From an optimization exercise on the open Yosys and OpenROAD flow, aimed at small area, a short achievable clock period and few clock cycles per item; shortcuts taken in it are not production practice. At most, simulation tests tie the RTL to the original design; equivalence was not proved. Power is estimated from default activity; no workload was simulated.

Design fir, start of the top module:
module fir (
    input  wire        ap_clk,
    input  wire        ap_rst,
    input  wire        ap_start,
    output wire        ap_done,
    output wire        ap_idle,
    output wire        ap_ready,
    output wire [31:0] y,
    output wire        y_ap_vld,
    output wire [3:0]  c_address0,
    output wire        c_ce0,
    input  wire [31:0] c_q0,
    input  wire [31:0] x
);
reg  [3:0]  cnt;       
reg  [3:0]  ph;        
reg  [3:0]  nvalid;    
reg         done_q;
reg         clr;       
reg  [31:0] ring [0:9];
reg  [31:0] c_reg;
reg  [15:0] bone, btwo, bneg;
reg  [31:0] acc_s, acc_c;
wire busy_rd = (cnt <= 4'd10);
wire ld_ring = (cnt >= 4'd1) && (cnt <= 4'd10);
assign ap_idle    = ~ap_start;
assign ap_done    = done_q;
assign ap_ready   = done_q;
assign y_ap_vld   = done_q;
assign c_ce0      = ap_start & busy_rd;
assign c_address0 = (cnt == 4'd10) ? 4'd0 : ((ph == 4'd9) ? 4'd1 : ph + 4'd2);
assign y          = acc_s + acc_c;
always @(posedge ap_clk) begin
    if (ap_rst) begin
        cnt    <= 4'd0;
        done_q <= 1'b0;
        clr    <= 1'b0;
        ph     <= 4'd0;
        nvalid <= 4'd0;
    end else begin
        if (cnt == 4'd0)
            cnt <= {3'd0, ap_start};
        else if (cnt == 4'd13)
            cnt <= 4'd0;
        else
            cnt <= cnt + 4'd1;
        done_q <= (cnt == 4'd12);
        clr    <= (cnt == 4'd1);
        if (done_q) begin
            ph <= (ph >= 4'd8) ? ph - 4'd8 : ph + 4'd2;
            if (nvalid != 4'd10)
                nvalid <= nvalid + 4'd1;
        end else begin
            ph <= (ph == 4'd9) ? 4'd0 : ph + 4'd1;
        end
    end
end
integer r;
always @(posedge ap_clk) begin
    for (r = 0; r < 9; r = r + 1)
        ring[r] <= ring[r + 1];
  ...
clock: 8.5 ns
lec_check: 0
abc_clock_period_in_ps: 3500
cap_margin: 20
core_margin: 2
core_utilization: 40
place_density: 0.6
setup_slack_margin: 4.5
slew_margin: 20
run.sh (not shown) runs the stock make flow with config.mk's settings and CLKGATE_MAP_FILE= SYNTH_SCRIPT=/design/flow/synth_recipe.tcl, a recipe that flattens the netlist after the stock synthesis.
Testbench counts at the start, summed over its fixed seeds: cycles 22,400, items 1,600.
Next try:
ABC_CLOCK_PERIOD_IN_PS = 4000   (was 3500)
CORE_UTILIZATION = 60   (was 40)
PLACE_DENSITY = 0.7   (was 0.6)
SETUP_SLACK_MARGIN = 4.0   (was 4.5)
Effect: Cell count came out lower by 9.8%. Routed wire length came out lower by 11%. Utilization came out higher by 21 points. Hold slack is about the same.
Next try:
ABC_CLOCK_PERIOD_IN_PS = not set   (was 4000)
CORE_UTILIZATION = 40   (was 60)
PLACE_DENSITY = 0.6   (was 0.7)
SETUP_SLACK_MARGIN = not set   (was 4.0)
Result: First-iteration DRC count fell by 6.0%. Clock power went up by about 4%. Count of clock-buffer cells in the layout grows by 3.

* * *

## before
fir, a different RTL version from the one above (not shown whole).
For scale: ~2200 cells after synthesis, roughly 480 flip-flops, ~110 I/O pins, roughly 24000 um^2 of cells after synthesis.
Settings: LEC_CHECK=0, ABC_CLOCK_PERIOD_IN_PS=2500, CAP_MARGIN=20, CORE_MARGIN=2, CORE_UTILIZATION=55, PLACE_DENSITY=0.65, SETUP_SLACK_MARGIN=4.8, SLEW_MARGIN=20; clock period 8.5 ns.
Here is what was changed in the inputs of after compared with before.
Settings: ABC_CLOCK_PERIOD_IN_PS: 2500 -> 3500.
==> notes.md <==
- Compared after against before; largest stage delay on the critical path within noise.
- after -> before: sequential share of layout area delta 0, exact match
- As far as global-route met3 utilization goes, after and before are indistinguishable; the numbers are identical.
- From after to before, transition time at the pin with the least slew margin did not move at all.
- From after to before, utilization did not move at all.
- The routed wire length of before and that of after are within noise of each other.
- Sequential cell count: after vs before identical
- On power drawn by the sequential cells, before tracks after almost exactly.
- [compare] base=before new=after: share of final layout cell area taken by non-clock buffers shows no meaningful change; number of nets in the layout comparable.
No run of this note included a check of the RTL's function; only the layout flow was run.

* * *

raven:
fir, a different RTL version from the one above (not shown whole).
For scale: ~2200 cells after synthesis, about 510 flip-flops, roughly 110 I/O pins.
// fir
module fir (
    input  wire        ap_clk,
    input  wire        ap_rst,
    input  wire        ap_start,
    output wire        ap_done,
    output wire        ap_idle,
    output wire        ap_ready,
    output wire [31:0] y,
    output wire        y_ap_vld,
    output wire [3:0]  c_address0,
    output wire        c_ce0,
    input  wire [31:0] c_q0,
    input  wire [31:0] x
);
Settings: LEC_CHECK=0, CAP_MARGIN=20, CORE_MARGIN=2, CORE_UTILIZATION=60, CTS_BUF_LIST=sky130_fd_sc_hd__clkbuf_8, CTS_CLUSTER_DIAMETER=60, CTS_CLUSTER_SIZE=16, PLACE_DENSITY=0.7, SETUP_SLACK_MARGIN=4.7, SLEW_MARGIN=20; clock period 8.5 ns.
Per the final summary, raven finished and its layout is clean on timing, DRC and antenna.
Testbench counts of raven, summed over its fixed seeds: cycles 24,000, items 1,600.
Modified inputs, tundra compared to raven
Settings: CTS_CLUSTER_DIAMETER: 60 -> unset; CTS_CLUSTER_SIZE: 16 -> unset; CTS_BUF_LIST: sky130_fd_sc_hd__clkbuf_8 -> unset; SETUP_SLACK_MARGIN: 4.7 -> 4.3.
==> notes.md <==
- In tundra the layout-stage area growth over the synthesis result turned out 1.4 points lower than in raven.
- In tundra the highest fanout seen on the critical path turned out 3 higher than in raven.
- Comparing tundra and raven, logic depth of the worst register-to-register path is lower on tundra.
- Taking raven as the reference, in tundra post-synthesis cell count comparable; average wire per standard cell now smaller; source-to-sink clock delay at the later pin of the worst-skew pair now smaller.
- In the flow results for tundra and raven, the switching part of the total power is larger on raven.
The inputs of fjord differ from those of tundra as listed below.
Settings: SETUP_SLACK_MARGIN now 4.7, was 4.3; CTS_CLUSTER_DIAMETER now 80, previously not set; CTS_BUF_LIST now sky130_fd_sc_hd__clkbuf_16, previously not set; CTS_CLUSTER_SIZE now 24, previously not set.
Notes after the runs:
Compared with tundra, in fjord fraction of power consumed by the clock network went down by 11 points; worst-case headroom to the max-slew limit rose 1.1 points; worst setup margin went up 0.29 ns; signed area change from the synthesized netlist to the final layout climbed 1.7 points.
Relative to tundra, the worst hold slack of fjord is lower by 0.016 ns.
Per the comparison of fjord with tundra, detailed-router iteration count before antenna repair shows a reduction of 1, combined area of all synthesized cells shows no meaningful change.
| number of stages on the worst setup path | higher: fjord |
Inputs modified between fjord and nickel:
Settings: CTS_CLUSTER_DIAMETER: 80 -> unset; CTS_CLUSTER_SIZE: 24 -> unset; CTS_BUF_LIST: sky130_fd_sc_hd__clkbuf_16 -> unset.
Notes after the runs:
Compared to fjord, nickel has total number of vias 365 higher. Comparing fjord and nickel, first-pass GRT wire length is lower on fjord. From fjord to nickel, number of buffer cells added on primary ports did not move at all. Total routing usage reported by global routing: nickel vs fjord up 0.87 points. Taking fjord as the reference, in nickel reported combinational group power now sits higher; final area now sits higher; multi-input combinational gate total now sits at about the same level. Relative to fjord, the non-clock buffer count in the final layout of nickel is higher by 1.

* * *

fir, a different RTL version from the one above (not shown whole).
For scale: roughly 110 I/O pins, about 0.024 mm² of cells after synthesis.
export LEC_CHECK = 0
export CAP_MARGIN = 20
export CORE_MARGIN = 2
export CORE_UTILIZATION = 70
export CTS_BUF_LIST = sky130_fd_sc_hd__clkbuf_8
export CTS_CLUSTER_DIAMETER = 60
export CTS_CLUSTER_SIZE = 16
export GPL_TIMING_DRIVEN = 1
export PLACE_DENSITY = 0.78
export SETUP_SLACK_MARGIN = 4.8
export SLEW_MARGIN = 20
create_clock -name core_clock -period 8.5 [get_ports {ap_clk}]
standard.sh (not shown) runs the stock make flow with config.mk's settings and CLKGATE_MAP_FILE= SYNTH_SCRIPT=/design/flow/synth_recipe.tcl, a recipe that flattens the netlist after the stock synthesis.
==> flow/flow/run.sh <==
#!/bin/bash
# Standard ORFS layout, with two changes:
#  1. after the standard synthesis, flow/polarity.py re-chooses the polarity of the full adders
#     and XOR gates to drop inverters (same function, same registers);
#  2. ports are buffered with buf_2 instead of the flow's default buffer.
set -euo pipefail
W=$(pwd)
R=$W/orfs/results/$FLOW_PLATFORM/fir/base
bash standard.sh "$R/1_2_yosys.v" > synth.log 2>&1
cp "$R/1_2_yosys.v" "$W/1_2_yosys_standard.v"
python3 flow/polarity.py "$W/1_2_yosys_standard.v" "$R/1_2_yosys.v" > polarity.log 2>&1
export BUFFER_PORTS_ARGS="-buffer_cell sky130_fd_sc_hd__buf_2"
bash standard.sh > layout.log 2>&1
Other scripts of this flow, unchanged in this note and not shown: flow/flow/polarity.py
Next try:
- CAP_MARGIN: 20 -> 0
- CORE_UTILIZATION: 70 -> 72
- GPL_TIMING_DRIVEN: 1 -> not set
- PLACE_DENSITY: 0.78 -> 0.8
- SETUP_SLACK_MARGIN: 4.8 -> 4.7
- SLEW_MARGIN: 20 -> 0
- TNS_END_PERCENT: not set -> 10
What happened:
- first-iteration DRC count climbs by a few percent
- fmax drops by a few percent
- global-route usage drops by 0.76 points
- routed wire length climbs slightly
- hold slack is better by 57 ps
- cell area drops slightly
- power drops slightly
- setup slack is worse by 120 ps
Next try:
- CAP_MARGIN: 0 -> 20
- CORE_UTILIZATION: 72 -> 60
- PLACE_DENSITY: 0.8 -> 0.7
- SLEW_MARGIN: 0 -> 20
- TNS_END_PERCENT: 10 -> not set
=> First-iteration DRC count goes down by about a fifth. Design area stays flat. Wire length goes down by a few percent. Area after synthesis stays the same. Maximum frequency is higher slightly. Setup slack improves by 16 ps. Core utilization drops by 15 points.
Next try:
- CAP_MARGIN: 20 -> 5
- CORE_UTILIZATION: 60 -> 70
- PLACE_DENSITY: 0.7 -> 0.78
- SLEW_MARGIN: 20 -> 5
- TNS_END_PERCENT: not set -> 30
=> Hold slack gets worse by 33 ps. Core utilization grows by 12 points. Combinational power hardly moves. Routed wire length grows by 1.1%. Maximum frequency goes up by 2.3%. Via count grows by 1.7%.
No functional check of the RTL was part of any run of this note.

* * *

== job 8320 ==
Another version of the RTL of fir (not shown whole).
For scale: roughly 2,200 cells after synthesis, roughly 110 I/O pins.
==> flow/config.mk <==
export PLATFORM = sky130hd
export DESIGN_NAME = fir
export DESIGN_NICKNAME = fir
export VERILOG_FILES = /design/flow/design.v
export SDC_FILE = /design/flow/constraint.sdc
export NUM_CORES = 4
export LEC_CHECK = 0
export CAP_MARGIN = 5
export CORE_MARGIN = 2
export CORE_UTILIZATION = 70
export CTS_BUF_LIST = sky130_fd_sc_hd__clkbuf_8
export CTS_CLUSTER_DIAMETER = 60
export CTS_CLUSTER_SIZE = 16
export PLACE_DENSITY = 0.78
export SETUP_SLACK_MARGIN = 4.87
export SLEW_MARGIN = 5
export TNS_END_PERCENT = 30
==> flow/constraint.sdc <==
create_clock -name core_clock -period 8.5 [get_ports {ap_clk}]
set_input_delay 1.7000 -clock core_clock [delete_from_list [all_inputs] [get_ports {ap_clk}]]
set_output_delay 1.7000 -clock core_clock [all_outputs]
set_load 0.01 [all_outputs]
Scripts as last shown in full above: flow/flow/run.sh
Other scripts of this flow, unchanged in this note and not shown: flow/flow/polarity.py
Testbench counts of job 8320, summed over its fixed seeds: cycles 24,000, items 1,600.
What job 511 does differently from job 8320 at the input level:
# job 8320
export LEC_CHECK = 0
export CAP_MARGIN = 5
export CORE_MARGIN = 2
export CORE_UTILIZATION = 70
export CTS_BUF_LIST = sky130_fd_sc_hd__clkbuf_8
export CTS_CLUSTER_DIAMETER = 60
export CTS_CLUSTER_SIZE = 16
export PLACE_DENSITY = 0.78
export SETUP_SLACK_MARGIN = 4.87
export SLEW_MARGIN = 5
export TNS_END_PERCENT = 30
create_clock -name core_clock -period 8.5 [get_ports {ap_clk}]
# job 511
export LEC_CHECK = 0
export CAP_MARGIN = 5
export CORE_MARGIN = 2
export CORE_UTILIZATION = 70
export CTS_BUF_LIST = sky130_fd_sc_hd__clkbuf_8
export CTS_CLUSTER_DIAMETER = 70
export CTS_CLUSTER_SIZE = 22
export PLACE_DENSITY = 0.78
export SETUP_SLACK_MARGIN = 4.8
export SLEW_MARGIN = 5
export TNS_END_PERCENT = 30
create_clock -name core_clock -period 8.5 [get_ports {ap_clk}]
## What came out
- In the reports for job 8320 and job 511, the larger detailed-route wire length on metal 1 belongs to job 8320.
- Job 511 ended with less post-route clock period utilization than job 8320.
- Cmp job 511 vs job 8320: proportion of final cell area spent on non-clock buffers lower in job 511
- The via count of job 511 falls short of that of job 8320 by 377.
- The lower setup slack of job 8320 and job 511 is in job 8320.
- The routed wire length of job 511 falls short of that of job 8320 by about 3.4%.
- Compared with job 8320, job 511 shows a lower signed area change from the synthesized netlist to the final layout.
- Between job 8320 and job 511, layout filler cell count is lower for job 8320, job 511 comes in above that.
- Between job 8320 and job 511, the difference in placed instance count is negligible.
#### Input delta (job 8247 over job 511)
# job 511
export LEC_CHECK = 0
export CAP_MARGIN = 5
export CORE_MARGIN = 2
export CORE_UTILIZATION = 70
export CTS_BUF_LIST = sky130_fd_sc_hd__clkbuf_8
export CTS_CLUSTER_DIAMETER = 70
export CTS_CLUSTER_SIZE = 22
export PLACE_DENSITY = 0.78
export SETUP_SLACK_MARGIN = 4.8
export SLEW_MARGIN = 5
export TNS_END_PERCENT = 30
create_clock -name core_clock -period 8.5 [get_ports {ap_clk}]
# job 8247
export LEC_CHECK = 0
export CAP_MARGIN = 5
export CORE_MARGIN = 2
export CORE_UTILIZATION = 70
export CTS_BUF_LIST = sky130_fd_sc_hd__clkbuf_8
export CTS_CLUSTER_DIAMETER = 60
export CTS_CLUSTER_SIZE = 16
export PLACE_DENSITY = 0.78
export SETUP_SLACK_MARGIN = 4.8
export SLEW_MARGIN = 5
export TNS_END_PERCENT = 30
create_clock -name core_clock -period 8.5 [get_ports {ap_clk}]
- Of job 8247 and job 511, job 511 shows the higher non-clock buffer count, with job 8247 below it.
- As far as hold slack is concerned, job 511 and job 8247 perform about the same.
- Job 511 ended up with ap_idle as its endpoint of the most critical setup path; job 8247 ended up with acc_e[27].
- Fraction of the cycle the final worst path needs is lower on job 511
- The worst slew slack as a fraction of its limit of job 8247 falls short of that of job 511 by 0.67 points.
- The final routed wirelength across all metal layers on job 8247 is in line with that on job 511.
- The design area on job 511 is in line with that on job 8247.
- There was hardly any difference in overall global routing resource usage between job 8247 and job 511.

==> what the ideal ports hide <==
No port has a modelled driver above. Below, the same layouts with a new extraction and two added sets of constraints. Step 1 assumes that a clkbuf_16 drives the clock port and a buf_2 every other input. Step 2 adds t to the input delays and takes it off the output delays; t is the mean of the earliest and latest rising clock arrival at the registers after step 1. Input paths then give back, and output paths get back, about the clock's delay inside the block. Slacks: no drivers / after step 1 / after step 2; pairs: no drivers / after step 1.
| run | shift t [ns] | slack for setup (ns) | slew at the worst register clock pin (ns) |
|---|---|---|---|
| the first run of note 1 | 0.625 | 3.543 / 3.485 / 4.110 | 0.07 / 0.07 |
| the second run of note 1 | 0.629 | 3.454 / 3.397 / 4.026 | 0.07 / 0.07 |
| the third run of note 1 | 0.633 | 2.597 / 2.536 / 3.169 | 0.06 / 0.06 |
| before | 0.620 | 3.586 / 3.530 / 4.150 | 0.07 / 0.07 |
| after | 0.620 | 3.586 / 3.530 / 4.150 | 0.07 / 0.07 |
| raven | 0.693 | 4.613 / 4.613 / 4.613 | 0.10 / 0.10 |
| tundra | 0.644 | 4.278 / 4.278 / 4.278 | 0.07 / 0.07 |
| fjord | 0.667 | 4.573 / 4.573 / 4.573 | 0.10 / 0.10 |
| nickel | 0.637 | 4.587 / 4.587 / 4.587 | 0.07 / 0.07 |
| the first run of note 4 | 0.694 | 4.631 / 4.631 / 4.631 | 0.10 / 0.10 |
| the second run of note 4 | 0.665 | 4.509 / 4.509 / 4.509 | 0.10 / 0.10 |
| the third run of note 4 | 0.683 | 4.525 / 4.525 / 4.525 | 0.10 / 0.10 |
| the fourth run of note 4 | 0.652 | 4.614 / 4.614 / 4.614 | 0.11 / 0.11 |
| job 8320 | 0.674 | 4.781 / 4.781 / 4.781 | 0.10 / 0.10 |
| job 511 | 0.639 | 4.837 / 4.818 / 4.818 | 0.12 / 0.12 |
| job 8247 | 0.662 | 4.819 / 4.817 / 4.817 | 0.10 / 0.10 |
After both steps every run listed still meets setup and hold. For job 511, which loses most, drivers alone change the setup slack by -0.019 ns; drivers and shift together by -0.019 ns.
